What follows belongs to an exercise in optimizing a design on an open flow for small area, a short achievable clock period and few clock cycles per item; a production flow would make more cautious choices.

the previous run:
// Binary_to_BCD
module Binary_to_BCD
  #(parameter INPUT_WIDTH = 28,
    parameter DECIMAL_DIGITS = 8)
  (
   input                         clk,
   input                         rst,
   input [INPUT_WIDTH-1:0]       i_Binary,
   input                         i_Start,
   output [DECIMAL_DIGITS*4-1:0] o_BCD,
   output                        o_DV
   );
  function [3:0] add3(input [3:0] d);
    reg c;
    begin
      c = d[3] | (d[2] & (d[1] | d[0]));
      add3 = {c, c ? d[3] & d[0] : d[2], c ? (d[3] ? ~d[0] : d[1] & d[0]) : d[1], d[0] ^ c};
    end
  endfunction
  reg r_DV;
  wire [3:0] c3_0;
  assign c3_0 = add3({1'b0, i_Binary[27], i_Binary[26], i_Binary[25]});
  wire [3:0] c4_0;
  assign c4_0 = add3({c3_0[2], c3_0[1], c3_0[0], i_Binary[24]});
  wire [3:0] c5_0;
  assign c5_0 = add3({c4_0[2], c4_0[1], c4_0[0], i_Binary[23]});
  wire [3:0] c6_0;
  assign c6_0 = add3({c5_0[2], c5_0[1], c5_0[0], i_Binary[22]});
  wire [3:0] c6_1;
  assign c6_1 = add3({1'b0, c3_0[3], c4_0[3], c5_0[3]});
  wire [3:0] c7_0;
  assign c7_0 = add3({c6_0[2], c6_0[1], c6_0[0], i_Binary[21]});
  wire [3:0] c7_1;
  assign c7_1 = add3({c6_1[2], c6_1[1], c6_1[0], c6_0[3]});
  wire [3:0] c8_0;
  assign c8_0 = add3({c7_0[2], c7_0[1], c7_0[0], i_Binary[20]});
  wire [3:0] c8_1;
  assign c8_1 = add3({c7_1[2], c7_1[1], c7_1[0], c7_0[3]});
  wire [3:0] c9_0;
  assign c9_0 = add3({c8_0[2], c8_0[1], c8_0[0], i_Binary[19]});
  wire [3:0] c9_1;
  assign c9_1 = add3({c8_1[2], c8_1[1], c8_1[0], c8_0[3]});
  wire [3:0] c9_2;
  assign c9_2 = add3({1'b0, c6_1[3], c7_1[3], c8_1[3]});
  wire [3:0] c10_0;
  assign c10_0 = add3({c9_0[2], c9_0[1], c9_0[0], i_Binary[18]});
  wire [3:0] c10_1;
  ...
For scale: roughly 1300 cells after synthesis, roughly 33 flip-flops.
clock: 5.0 ns
lec_check: 0
abc_area: 1
cap_margin: 20
core_margin: 2
core_utilization: 40
place_density: 0.6
slew_margin: 20
run.sh (not shown) runs the stock make flow with config.mk's settings and CLKGATE_MAP_FILE= SYNTH_SCRIPT=/design/flow/synth_recipe.tcl, a recipe that flattens the netlist after the stock synthesis.
The previous run finished all stages; however, its layout fails the closing checks, the failures being setup timing.
The inputs of the current run differ from those of the previous run as listed below.
-- flow/design.v --
<<< the previous run, line 84
  wire [3:0] c15_3;
  assign c15_3 = add3({c14_3[2], c14_3[1], c14_3[0], c14_2[3]});
  wire [3:0] c16_0;
  assign c16_0 = add3({c15_0[2], c15_0[1], c15_0[0], i_Binary[12]});
  wire [3:0] c16_1;
  assign c16_1 = add3({c15_1[2], c15_1[1], c15_1[0], c15_0[3]});
  wire [3:0] c16_2;
  assign c16_2 = add3({c15_2[2], c15_2[1], c15_2[0], c15_1[3]});
  wire [3:0] c16_3;
  assign c16_3 = add3({c15_3[2], c15_3[1], c15_3[0], c15_2[3]});
  wire [3:0] c16_4;
  assign c16_4 = add3({1'b0, c13_3[3], c14_3[3], c15_3[3]});
  wire [3:0] c17_0;
  assign c17_0 = add3({c16_0[2], c16_0[1], c16_0[0], i_Binary[11]});
  wire [3:0] c17_1;
  assign c17_1 = add3({c16_1[2], c16_1[1], c16_1[0], c16_0[3]});
>>> the current run, line 84
  wire [3:0] c15_3;
  assign c15_3 = add3({c14_3[2], c14_3[1], c14_3[0], c14_2[3]});
  reg [18:0] r_BCD;
  wire [18:0] w_BCD = {c13_3[3], c14_3[3], c15_3[3], c15_3[2], c15_3[1], c15_3[0], c15_2[3], c15_2[2], c15_2[1], c15_2[0], c15_1[3], c15_1[2], c15_1[1], c15_1[0], c15_0[3], c15_0[2], c15_0[1], c15_0[0], i_Binary[12]};
  reg [11:0] r_Bin;
  always @(posedge clk) begin
    r_BCD <= w_BCD;
    r_Bin <= i_Binary[11:0];
    r_DV  <= i_Start & ~rst;
  end
  wire [3:0] c16_0;
  assign c16_0 = add3({r_BCD[3], r_BCD[2], r_BCD[1], r_BCD[0]});
  wire [3:0] c16_1;
  assign c16_1 = add3({r_BCD[7], r_BCD[6], r_BCD[5], r_BCD[4]});
  wire [3:0] c16_2;
  assign c16_2 = add3({r_BCD[11], r_BCD[10], r_BCD[9], r_BCD[8]});
  wire [3:0] c16_3;
  assign c16_3 = add3({r_BCD[15], r_BCD[14], r_BCD[13], r_BCD[12]});
  wire [3:0] c16_4;
  assign c16_4 = add3({1'b0, r_BCD[18], r_BCD[17], r_BCD[16]});
  wire [3:0] c17_0;
  assign c17_0 = add3({c16_0[2], c16_0[1], c16_0[0], r_Bin[11]});
  wire [3:0] c17_1;
  assign c17_1 = add3({c16_1[2], c16_1[1], c16_1[0], c16_0[3]});
<<< the previous run, line 104
  wire [3:0] c17_4;
  assign c17_4 = add3({c16_4[2], c16_4[1], c16_4[0], c16_3[3]});
  reg [21:0] r_BCD;
  wire [21:0] w_BCD = {c16_4[3], c17_4[3], c17_4[2], c17_4[1], c17_4[0], c17_3[3], c17_3[2], c17_3[1], c17_3[0], c17_2[3], c17_2[2], c17_2[1], c17_2[0], c17_1[3], c17_1[2], c17_1[1], c17_1[0], c17_0[3], c17_0[2], c17_0[1], c17_0[0], i_Binary[10]};
  reg [9:0] r_Bin;
  always @(posedge clk) begin
    r_BCD <= w_BCD;
    r_Bin <= i_Binary[9:0];
    r_DV  <= i_Start & ~rst;
  end
  wire [3:0] c18_0;
  assign c18_0 = add3({r_BCD[3], r_BCD[2], r_BCD[1], r_BCD[0]});
  wire [3:0] c18_1;
  assign c18_1 = add3({r_BCD[7], r_BCD[6], r_BCD[5], r_BCD[4]});
  wire [3:0] c18_2;
  assign c18_2 = add3({r_BCD[11], r_BCD[10], r_BCD[9], r_BCD[8]});
  wire [3:0] c18_3;
  assign c18_3 = add3({r_BCD[15], r_BCD[14], r_BCD[13], r_BCD[12]});
  wire [3:0] c18_4;
  assign c18_4 = add3({r_BCD[19], r_BCD[18], r_BCD[17], r_BCD[16]});
  wire [3:0] c19_0;
  assign c19_0 = add3({c18_0[2], c18_0[1], c18_0[0], r_Bin[9]});
>>> the current run, line 112
  wire [3:0] c17_4;
  assign c17_4 = add3({c16_4[2], c16_4[1], c16_4[0], c16_3[3]});
  wire [3:0] c18_0;
  assign c18_0 = add3({c17_0[2], c17_0[1], c17_0[0], r_Bin[10]});
  wire [3:0] c18_1;
  assign c18_1 = add3({c17_1[2], c17_1[1], c17_1[0], c17_0[3]});
  wire [3:0] c18_2;
  assign c18_2 = add3({c17_2[2], c17_2[1], c17_2[0], c17_1[3]});
  wire [3:0] c18_3;
  assign c18_3 = add3({c17_3[2], c17_3[1], c17_3[0], c17_2[3]});
  wire [3:0] c18_4;
  assign c18_4 = add3({c17_4[2], c17_4[1], c17_4[0], c17_3[3]});
  wire [3:0] c19_0;
  assign c19_0 = add3({c18_0[2], c18_0[1], c18_0[0], r_Bin[9]});
<<< the previous run, line 133
  assign c19_4 = add3({c18_4[2], c18_4[1], c18_4[0], c18_3[3]});
  wire [3:0] c19_5;
  assign c19_5 = add3({1'b0, r_BCD[21], r_BCD[20], c18_4[3]});
  wire [3:0] c20_0;
  assign c20_0 = add3({c19_0[2], c19_0[1], c19_0[0], r_Bin[8]});
>>> the current run, line 133
  assign c19_4 = add3({c18_4[2], c18_4[1], c18_4[0], c18_3[3]});
  wire [3:0] c19_5;
  assign c19_5 = add3({1'b0, c16_4[3], c17_4[3], c18_4[3]});
  wire [3:0] c20_0;
  assign c20_0 = add3({c19_0[2], c19_0[1], c19_0[0], r_Bin[8]});
The final report for the current run shows a completed flow and a layout that fails verification, specifically setup timing.
What the previous run reported for post-route cell area has to be multiplied by 1.12 to get the figure for the current run.
Against the previous run, number of nets in the layout in the current run rose by a little under 10%.
For floorplan die width, dividing the value from the current run by the value from the previous run gives 1.11.
Between the previous run and the current run, final sequential cell count decreased.
Relative to the previous run, total negative slack has increased by 32.13 ns in the current run.
The die area in the current run was higher than what the previous run gave.
Max freq the previous run -> the current run: improved
Compared with the previous run, the current run instantiates a larger number of cells.
Function was not checked in any run of this note: the RTL went through the layout flow alone.

separate check: timing with driven ports:
Ports are ideal in the flow. The routed layouts listed here were re-timed in OpenROAD.
Step 1 sets driving cells, clkbuf_16 on the clock port and buf_2 on the other inputs (assumed; they add their load-dependent delay and slew).
Step 2 moves the port delays by t, midway between the first and last clock arrival at a register: inputs arrive t later, outputs are due t later. That takes back most of the time a late clock gives input paths.
a / b / c = ideal / step 1 / step 2; a / b = the first two.
run | t, ns | setup WS [ns] | worst setup path after step 2 | clock arrival spread, ns | cell pins on the clock port's net
the previous run | 0.320 | -1.474 / -1.492 / -1.812 | input to register | 0.009 / 0.010 | 1
the current run | 0.319 | -1.153 / -1.189 / -0.870 | register to output | 0.009 / 0.008 | 1
The setup slack of the previous run, which loses most, moves by -0.018 ns with the drivers and by -0.338 ns with both steps.
